This is an optimization exercise on Yosys and OpenROAD, whose aim is small area, a short achievable clock period and few clock cycles per item, not a production implementation. Power and IR drop assume default switching activity.

==> run B: inputs <==
==> flow/design.v <==
`timescale 1ns / 1ps
module s_axi_lite #(
    parameter S_AXI_DATA_WIDTH  = 32,
    parameter S_AXI_ADDR_WIDTH  = 32,
    parameter S_AXI_MEM_DEPTH   = 8
)
(
    input                               s_axi_clk,
    input                               s_axi_resetn,
    input                               s_axi_awvalid,
    input      [S_AXI_ADDR_WIDTH-1:0]   s_axi_awaddr,
    output                              s_axi_awready,
    input                               s_axi_wvalid,
    input      [S_AXI_DATA_WIDTH-1:0]   s_axi_wdata,
    input      [S_AXI_DATA_WIDTH/8-1:0] s_axi_wstrb,
    output                              s_axi_wready,
    input                               s_axi_bready,
    output      [1:0]                   s_axi_bresp,
    output                              s_axi_bvalid,
    input                               s_axi_arvalid,
    input      [S_AXI_ADDR_WIDTH-1:0]   s_axi_araddr,
    output                              s_axi_arready,
    input                               s_axi_rready,
    output     [S_AXI_DATA_WIDTH-1:0]   s_axi_rdata,
    output      [1:0]                   s_axi_rresp,
    output                              s_axi_rvalid
);
localparam IW = $clog2(S_AXI_MEM_DEPTH);
integer i, j;
reg [S_AXI_DATA_WIDTH-1:0] slv_mem [0:S_AXI_MEM_DEPTH-1];
reg  [IW:0] aw_e0, aw_e1;       
reg  [1:0]  aw_cnt;
reg         awready, wready;
reg         b_e0, b_e1;         
reg  [1:0]  b_cnt;
reg         bvalid;
wire aw_err  = (s_axi_awaddr >> 2) >= S_AXI_MEM_DEPTH;
wire [IW:0] aw_in = {aw_err, s_axi_awaddr[2 +: IW]};
wire aw_push = s_axi_awvalid & awready;
wire w_fire  = s_axi_wvalid & wready;
wire b_pop   = bvalid & s_axi_bready;
wire [1:0] aw_cnt_n = aw_cnt + aw_push - w_fire;
wire [1:0] b_cnt_n  = b_cnt + w_fire - b_pop;
always @(posedge s_axi_clk) begin
    if (!s_axi_resetn) begin
        aw_cnt  <= 2'd0;
        awready <= 1'b0;
        wready  <= 1'b0;
        b_cnt   <= 2'd0;
        bvalid  <= 1'b0;
    end else begin
        aw_cnt  <= aw_cnt_n;
        awready <= aw_cnt_n != 2'd2;
        wready  <= aw_cnt_n != 2'd0 && b_cnt_n != 2'd2;
        b_cnt   <= b_cnt_n;
        bvalid  <= b_cnt_n != 2'd0;
    end
end
always @(posedge s_axi_clk) begin
    if (w_fire) aw_e0 <= (aw_cnt == 2'd2) ? aw_e1 : aw_in;
    else if (aw_push && aw_cnt == 2'd0) aw_e0 <= aw_in;
    if (aw_push) aw_e1 <= aw_in;
end
always @(posedge s_axi_clk) begin
    if (b_pop) b_e0 <= (b_cnt == 2'd2) ? b_e1 : aw_e0[IW];
    else if (w_fire && b_cnt == 2'd0) b_e0 <= aw_e0[IW];
    if (w_fire) b_e1 <= aw_e0[IW];
end
wire [S_AXI_DATA_WIDTH-1:0] wd = s_axi_wdata & {S_AXI_DATA_WIDTH{s_axi_resetn}};
reg  [S_AXI_DATA_WIDTH/8-1:0] ben [0:S_AXI_MEM_DEPTH-1];
always @(*) begin
    for (i = 0; i < S_AXI_MEM_DEPTH; i = i + 1)
        for (j = 0; j < S_AXI_DATA_WIDTH/8; j = j + 1)
            ben[i][j] = ~s_axi_resetn | (w_fire & ~aw_e0[IW] & (aw_e0[IW-1:0] == i) & s_axi_wstrb[j]);
end
always @(posedge s_axi_clk) begin
    for (i = 0; i < S_AXI_MEM_DEPTH; i = i + 1)
        for (j = 0; j < S_AXI_DATA_WIDTH/8; j = j + 1)
            if (ben[i][j])
                slv_mem[i][8*j +: 8] <= wd[8*j +: 8];
end
reg                        rvalid, rfull, arready;
reg                        rerr;
reg [S_AXI_DATA_WIDTH-1:0] rdata;
reg [IW:0]                 ar_q;       
wire ar_err  = (s_axi_araddr >> 2) >= S_AXI_MEM_DEPTH;
wire [IW:0] ar_in = {ar_err, s_axi_araddr[2 +: IW]};
wire ar_push = s_axi_arvalid & arready;
wire r_pop   = rvalid & s_axi_rready;
wire r_load  = rfull ? r_pop : (ar_push & (~rvalid | r_pop));
wire [IW:0] r_src = rfull ? ar_q : ar_in;
wire r_valid_n = rfull | ar_push | (rvalid & ~r_pop);
wire r_full_n  = rfull ? ~r_pop : (ar_push & rvalid & ~r_pop);
always @(posedge s_axi_clk) begin
    if (!s_axi_resetn) begin
        rvalid  <= 1'b0;
        rfull   <= 1'b0;
        arready <= 1'b0;
    end else begin
        rvalid  <= r_valid_n;
        rfull   <= r_full_n;
        arready <= ~r_full_n;
    end
end
always @(posedge s_axi_clk) begin
    if (ar_push) ar_q <= ar_in;
    if (r_load) begin
        rerr  <= r_src[IW];
        rdata <= r_src[IW] ? {S_AXI_DATA_WIDTH{1'b0}} : slv_mem[r_src[IW-1:0]];
    end
end
assign s_axi_awready = awready;
assign s_axi_wready  = wready;
assign s_axi_bvalid  = bvalid;
assign s_axi_bresp   = {b_e0, 1'b0};
assign s_axi_arready = arready;
assign s_axi_rvalid  = rvalid;
assign s_axi_rdata   = rdata;
assign s_axi_rresp   = {rerr, 1'b0};
endmodule
`timescale 1ns / 1ps
module top_module#(
    parameter S_AXI_DATA_WIDTH  = 32,
    parameter S_AXI_ADDR_WIDTH  = 32,
    parameter S_AXI_MEM_DEPTH   = 8  
)(
    input                               s_axi_clk,
    input                               s_axi_resetn,
    input                               s_axi_awvalid,
    input      [S_AXI_ADDR_WIDTH-1:0]   s_axi_awaddr,
    output                              s_axi_awready,
    input                               s_axi_wvalid,
    input      [S_AXI_DATA_WIDTH-1:0]   s_axi_wdata,
    input      [S_AXI_DATA_WIDTH/8-1:0] s_axi_wstrb,
    output                              s_axi_wready,
    input                               s_axi_bready,
    output      [1:0]                   s_axi_bresp,
    output                              s_axi_bvalid,
    input                               s_axi_arvalid,
    input      [S_AXI_ADDR_WIDTH-1:0]   s_axi_araddr,
    output                              s_axi_arready,
    input                               s_axi_rready,
    output     [S_AXI_DATA_WIDTH-1:0]   s_axi_rdata,
    output      [1:0]                   s_axi_rresp,
    output                              s_axi_rvalid
    );
    s_axi_lite #(
    .S_AXI_ADDR_WIDTH(S_AXI_ADDR_WIDTH),
    .S_AXI_DATA_WIDTH(S_AXI_DATA_WIDTH),
    .S_AXI_MEM_DEPTH(S_AXI_MEM_DEPTH)
     )Slave(
    .s_axi_clk(s_axi_clk),
    .s_axi_resetn(s_axi_resetn),
    .s_axi_awvalid(s_axi_awvalid),
    .s_axi_awaddr(s_axi_awaddr),
    .s_axi_awready(s_axi_awready),
    .s_axi_wvalid(s_axi_wvalid),
    .s_axi_wdata(s_axi_wdata),
    .s_axi_wstrb(s_axi_wstrb),
    .s_axi_wready(s_axi_wready),
    .s_axi_bready(s_axi_bready),
    .s_axi_bvalid(s_axi_bvalid),
    .s_axi_bresp(s_axi_bresp),
    .s_axi_arvalid(s_axi_arvalid),
    .s_axi_arready(s_axi_arready),
    .s_axi_araddr(s_axi_araddr),
    .s_axi_rready(s_axi_rready),
    .s_axi_rvalid(s_axi_rvalid),
    .s_axi_rdata(s_axi_rdata),
    .s_axi_rresp(s_axi_rresp)
    );
endmodule
==> flow/flow/run.sh <==
#!/bin/bash
set -euo pipefail
export BUFFER_PORTS_ARGS="-buffer_cell sky130_fd_sc_hd__buf_1"
export CTS_ARGS="-sink_clustering_enable -repair_clock_nets -sink_clustering_size 20 -sink_clustering_max_diameter 60 -buf_list sky130_fd_sc_hd__clkbuf_8 -dont_use_dummy_load"
bash standard.sh > standard.log 2>&1
==> flow/standard.sh <==
#!/bin/bash
# synth_recipe.tcl (not shown) runs the flow's synth.tcl, then flattens the netlist and writes it again
# the make line also repeats each setting of config.mk as NAME=value (left out here)
make -C /OpenROAD-flow-scripts/flow DESIGN_CONFIG=/design/flow/config.mk WORK_HOME=/design/flow/orfs CLKGATE_MAP_FILE= SYNTH_SCRIPT=/design/flow/synth_recipe.tcl "${@:-finish}"
==> flow/config.mk <==
export PLATFORM = sky130hd
export DESIGN_NAME = top_module
export DESIGN_NICKNAME = top_module
export VERILOG_FILES = /design/flow/design.v
export SDC_FILE = /design/flow/constraint.sdc
export NUM_CORES = 4
export LEC_CHECK = 0
export CAP_MARGIN = 20
export CORE_MARGIN = 2
export CORE_UTILIZATION = 40
export SETUP_SLACK_MARGIN = 1.8
export SLEW_MARGIN = 20
==> flow/constraint.sdc <==
create_clock -name core_clock -period 4.0 [get_ports {s_axi_clk}]
set_input_delay 0.8000 -clock core_clock [delete_from_list [all_inputs] [get_ports {s_axi_clk}]]
set_output_delay 0.8000 -clock core_clock [all_outputs]
set_load 0.01 [all_outputs]
==> run G: changes against run B <==
==> flow/design.v, changed modules only <==
module s_axi_lite #(
    parameter S_AXI_DATA_WIDTH  = 32,
    parameter S_AXI_ADDR_WIDTH  = 32,
    parameter S_AXI_MEM_DEPTH   = 8
)
(
    input                               s_axi_clk,
    input                               s_axi_resetn,
    input                               s_axi_awvalid,
    input      [S_AXI_ADDR_WIDTH-1:0]   s_axi_awaddr,
    output                              s_axi_awready,
    input                               s_axi_wvalid,
    input      [S_AXI_DATA_WIDTH-1:0]   s_axi_wdata,
    input      [S_AXI_DATA_WIDTH/8-1:0] s_axi_wstrb,
    output                              s_axi_wready,
    input                               s_axi_bready,
    output      [1:0]                   s_axi_bresp,
    output                              s_axi_bvalid,
    input                               s_axi_arvalid,
    input      [S_AXI_ADDR_WIDTH-1:0]   s_axi_araddr,
    output                              s_axi_arready,
    input                               s_axi_rready,
    output     [S_AXI_DATA_WIDTH-1:0]   s_axi_rdata,
    output      [1:0]                   s_axi_rresp,
    output                              s_axi_rvalid
);
reg                        bvalid;
reg                        berr;
reg                        rvalid;
reg                        rerr;
reg [S_AXI_DATA_WIDTH-1:0] rdata;
reg [S_AXI_DATA_WIDTH-1:0] slv_mem [0:S_AXI_MEM_DEPTH-1];
integer i, j;
wire b_free  = ~bvalid | s_axi_bready;
wire r_free  = ~rvalid | s_axi_rready;
wire wr      = s_axi_awvalid & s_axi_wvalid & b_free;
wire rd      = s_axi_arvalid & r_free;
wire aw_err  = (s_axi_awaddr >> 2) >= S_AXI_MEM_DEPTH;
wire ar_err  = (s_axi_araddr >> 2) >= S_AXI_MEM_DEPTH;
wire [$clog2(S_AXI_MEM_DEPTH)-1:0] aw_idx = s_axi_awaddr[2 +: $clog2(S_AXI_MEM_DEPTH)];
wire [$clog2(S_AXI_MEM_DEPTH)-1:0] ar_idx = s_axi_araddr[2 +: $clog2(S_AXI_MEM_DEPTH)];
assign s_axi_awready = s_axi_wvalid  & b_free;
assign s_axi_wready  = s_axi_awvalid & b_free;
assign s_axi_bvalid  = bvalid;
assign s_axi_bresp   = {berr, 1'b0};
assign s_axi_arready = r_free;
assign s_axi_rvalid  = rvalid;
assign s_axi_rdata   = rdata;
assign s_axi_rresp   = {rerr, 1'b0};
always @(posedge s_axi_clk) begin
    if (!s_axi_resetn) begin
        bvalid <= 1'b0;
    end else if (wr) begin
        bvalid <= 1'b1;
        berr   <= aw_err;
    end else if (s_axi_bready) begin
        bvalid <= 1'b0;
    end
end
always @(posedge s_axi_clk) begin
    if (!s_axi_resetn) begin
        rvalid <= 1'b0;
    end else if (rd) begin
        rvalid <= 1'b1;
        rerr   <= ar_err;
        rdata  <= ar_err ? {S_AXI_DATA_WIDTH{1'b0}} : slv_mem[ar_idx];
    end else if (s_axi_rready) begin
        rvalid <= 1'b0;
    end
end
wire [S_AXI_DATA_WIDTH-1:0] wd = s_axi_wdata & {S_AXI_DATA_WIDTH{s_axi_resetn}};
reg  [S_AXI_DATA_WIDTH/8-1:0] ben [0:S_AXI_MEM_DEPTH-1];
always @(*) begin
    for (i = 0; i < S_AXI_MEM_DEPTH; i = i + 1)
        for (j = 0; j < S_AXI_DATA_WIDTH/8; j = j + 1)
            ben[i][j] = ~s_axi_resetn | (wr & ~aw_err & (aw_idx == i) & s_axi_wstrb[j]);
end
always @(posedge s_axi_clk) begin
    for (i = 0; i < S_AXI_MEM_DEPTH; i = i + 1)
        for (j = 0; j < S_AXI_DATA_WIDTH/8; j = j + 1)
            if (ben[i][j])
                slv_mem[i][8*j +: 8] <= wd[8*j +: 8];
end
endmodule
ABC_AREA = 1   (was not set)
==> run D: changes against run B <==
==> flow/design.v, changed modules only <==
module s_axi_lite #(
    parameter S_AXI_DATA_WIDTH  = 32,
    parameter S_AXI_ADDR_WIDTH  = 32,
    parameter S_AXI_MEM_DEPTH   = 8
)
(
    input                               s_axi_clk,
    input                               s_axi_resetn,
    input                               s_axi_awvalid,
    input      [S_AXI_ADDR_WIDTH-1:0]   s_axi_awaddr,
    output                              s_axi_awready,
    input                               s_axi_wvalid,
    input      [S_AXI_DATA_WIDTH-1:0]   s_axi_wdata,
    input      [S_AXI_DATA_WIDTH/8-1:0] s_axi_wstrb,
    output                              s_axi_wready,
    input                               s_axi_bready,
    output      [1:0]                   s_axi_bresp,
    output                              s_axi_bvalid,
    input                               s_axi_arvalid,
    input      [S_AXI_ADDR_WIDTH-1:0]   s_axi_araddr,
    output                              s_axi_arready,
    input                               s_axi_rready,
    output     [S_AXI_DATA_WIDTH-1:0]   s_axi_rdata,
    output      [1:0]                   s_axi_rresp,
    output                              s_axi_rvalid
);
reg                        bvalid;
reg                        berr;
reg                        rvalid;
reg                        rerr;
reg [S_AXI_DATA_WIDTH-1:0] rdata;
reg [S_AXI_DATA_WIDTH-1:0] slv_mem [0:S_AXI_MEM_DEPTH-1];
integer i, j;
wire b_free  = ~bvalid | s_axi_bready;
wire r_free  = ~rvalid | s_axi_rready;
wire wr      = s_axi_awvalid & s_axi_wvalid & b_free;
wire rd      = s_axi_arvalid & r_free;
wire aw_err  = (s_axi_awaddr >> 2) >= S_AXI_MEM_DEPTH;
wire ar_err  = (s_axi_araddr >> 2) >= S_AXI_MEM_DEPTH;
wire [$clog2(S_AXI_MEM_DEPTH)-1:0] aw_idx = s_axi_awaddr[2 +: $clog2(S_AXI_MEM_DEPTH)];
wire [$clog2(S_AXI_MEM_DEPTH)-1:0] ar_idx = s_axi_araddr[2 +: $clog2(S_AXI_MEM_DEPTH)];
assign s_axi_awready = s_axi_wvalid  & b_free;
assign s_axi_wready  = s_axi_awvalid & b_free;
assign s_axi_bvalid  = bvalid;
assign s_axi_bresp   = {berr, 1'b0};
assign s_axi_arready = r_free;
assign s_axi_rvalid  = rvalid;
assign s_axi_rdata   = rdata;
assign s_axi_rresp   = {rerr, 1'b0};
always @(posedge s_axi_clk) begin
    if (!s_axi_resetn) begin
        bvalid <= 1'b0;
    end else if (wr) begin
        bvalid <= 1'b1;
        berr   <= aw_err;
    end else if (s_axi_bready) begin
        bvalid <= 1'b0;
    end
end
always @(posedge s_axi_clk) begin
    if (!s_axi_resetn) begin
        rvalid <= 1'b0;
    end else if (rd) begin
        rvalid <= 1'b1;
        rerr   <= ar_err;
        rdata  <= ar_err ? {S_AXI_DATA_WIDTH{1'b0}} : slv_mem[ar_idx];
    end else if (s_axi_rready) begin
        rvalid <= 1'b0;
    end
end
wire [S_AXI_DATA_WIDTH-1:0] wd = s_axi_wdata & {S_AXI_DATA_WIDTH{s_axi_resetn}};
reg  [S_AXI_DATA_WIDTH/8-1:0] ben [0:S_AXI_MEM_DEPTH-1];
always @(*) begin
    for (i = 0; i < S_AXI_MEM_DEPTH; i = i + 1)
        for (j = 0; j < S_AXI_DATA_WIDTH/8; j = j + 1)
            ben[i][j] = ~s_axi_resetn | (wr & ~aw_err & (aw_idx == i) & s_axi_wstrb[j]);
end
always @(posedge s_axi_clk) begin
    for (i = 0; i < S_AXI_MEM_DEPTH; i = i + 1)
        for (j = 0; j < S_AXI_DATA_WIDTH/8; j = j + 1)
            if (ben[i][j])
                slv_mem[i][8*j +: 8] <= wd[8*j +: 8];
end
endmodule
==> flow/flow/run.sh (replaced) <==
#!/bin/bash
set -euo pipefail
export BUFFER_PORTS_ARGS="-buffer_cell sky130_fd_sc_hd__buf_1"
bash standard.sh > standard.log 2>&1
SETUP_SLACK_MARGIN = not set   (was 1.8)
==> impl_metrics.yaml <==
outcome:
  status: "no timing/DRC/antenna violations"
synthesis:
  syn_inst: 1140
global_routing:
  grt_max_degree: 65
pwr:
  p_switching_w: 0.00127
drt:
  wl_per_cell_um: 17.0
  wl_met2_mm: 13.4
-- figures above: run G

==> impl_metrics.yaml <==
layout:
  largest_register: "Slave.slv_mem"
critical_path:
  critPathTopFamily: "simple AND/OR/NAND/NOR gates"
synthesis:
  synth_adder_area_share_pct: 0
  syn_inst: 796
outcome:
  status: "no timing/DRC/antenna violations"
sta:
  hold_viol: 0
drt:
  wl_per_cell_um: 19.0
  wl_met2_mm: 12.7
pwr:
  p_switching_w: 0.00147
hold_path:
  worstHoldStart: "s_axi_arvalid"
placement:
  dpl-instance-area_mm2: 0.0129
global_routing:
  grt_max_degree: 105
-- figures above: run D

==> impl_metrics.yaml <==
outcome:
  status: "no timing/DRC/antenna violations"
layout:
  largest_register: "Slave.slv_mem"
  buffer_area_share_pct: 7.97
drt:
  wl_per_cell_um: 20.7
  wl_met2_mm: 13.7
synthesis:
  yosysSeqAreaShare_pct: 73.4
  syn_inst: 824
  syn_area_mm2: 0.0127
global_routing:
  grt_max_degree: 46
floorplanning:
  fp.dieArea_mm2: 0.0331
pwr:
  p_switching_w: 0.00150
-- figures above: run B

No functional check of the RTL was part of any run of this note.

==> static timing again, ports no longer ideal <==
The results above use ideal ports. As a check the final layouts listed here were re-extracted and re-timed, cells and wires unchanged.
Step 1: set_driving_cell puts a clkbuf_16 on s_axi_clk and a buf_2 on each other input, an assumption about the parent block.
Step 2 times the ports against the registers' clock, not the clock port: input delays grow and output delays shrink by t, the midpoint of the rising clock arrivals with the driver on.
Three values: ideal, step 1, step 2; two values: the first two.
run | shift t [ns] | setup slack, ns | worst setup path after step 2 | worst data-port slew with drivers (ns)
run B | 0.602 | 1.830 / 1.830 / 1.318 | input to register | 0.06
run G | 0.567 | 1.834 / 1.814 / 1.332 | input to register | 0.09
run D | 0.587 | 1.548 / 1.573 / 0.987 | input to register | 0.09
After both steps setup and hold are still met in every run listed. The setup slack of run D, which loses most, moves by +0.025 ns with the drivers and by -0.561 ns with both steps.
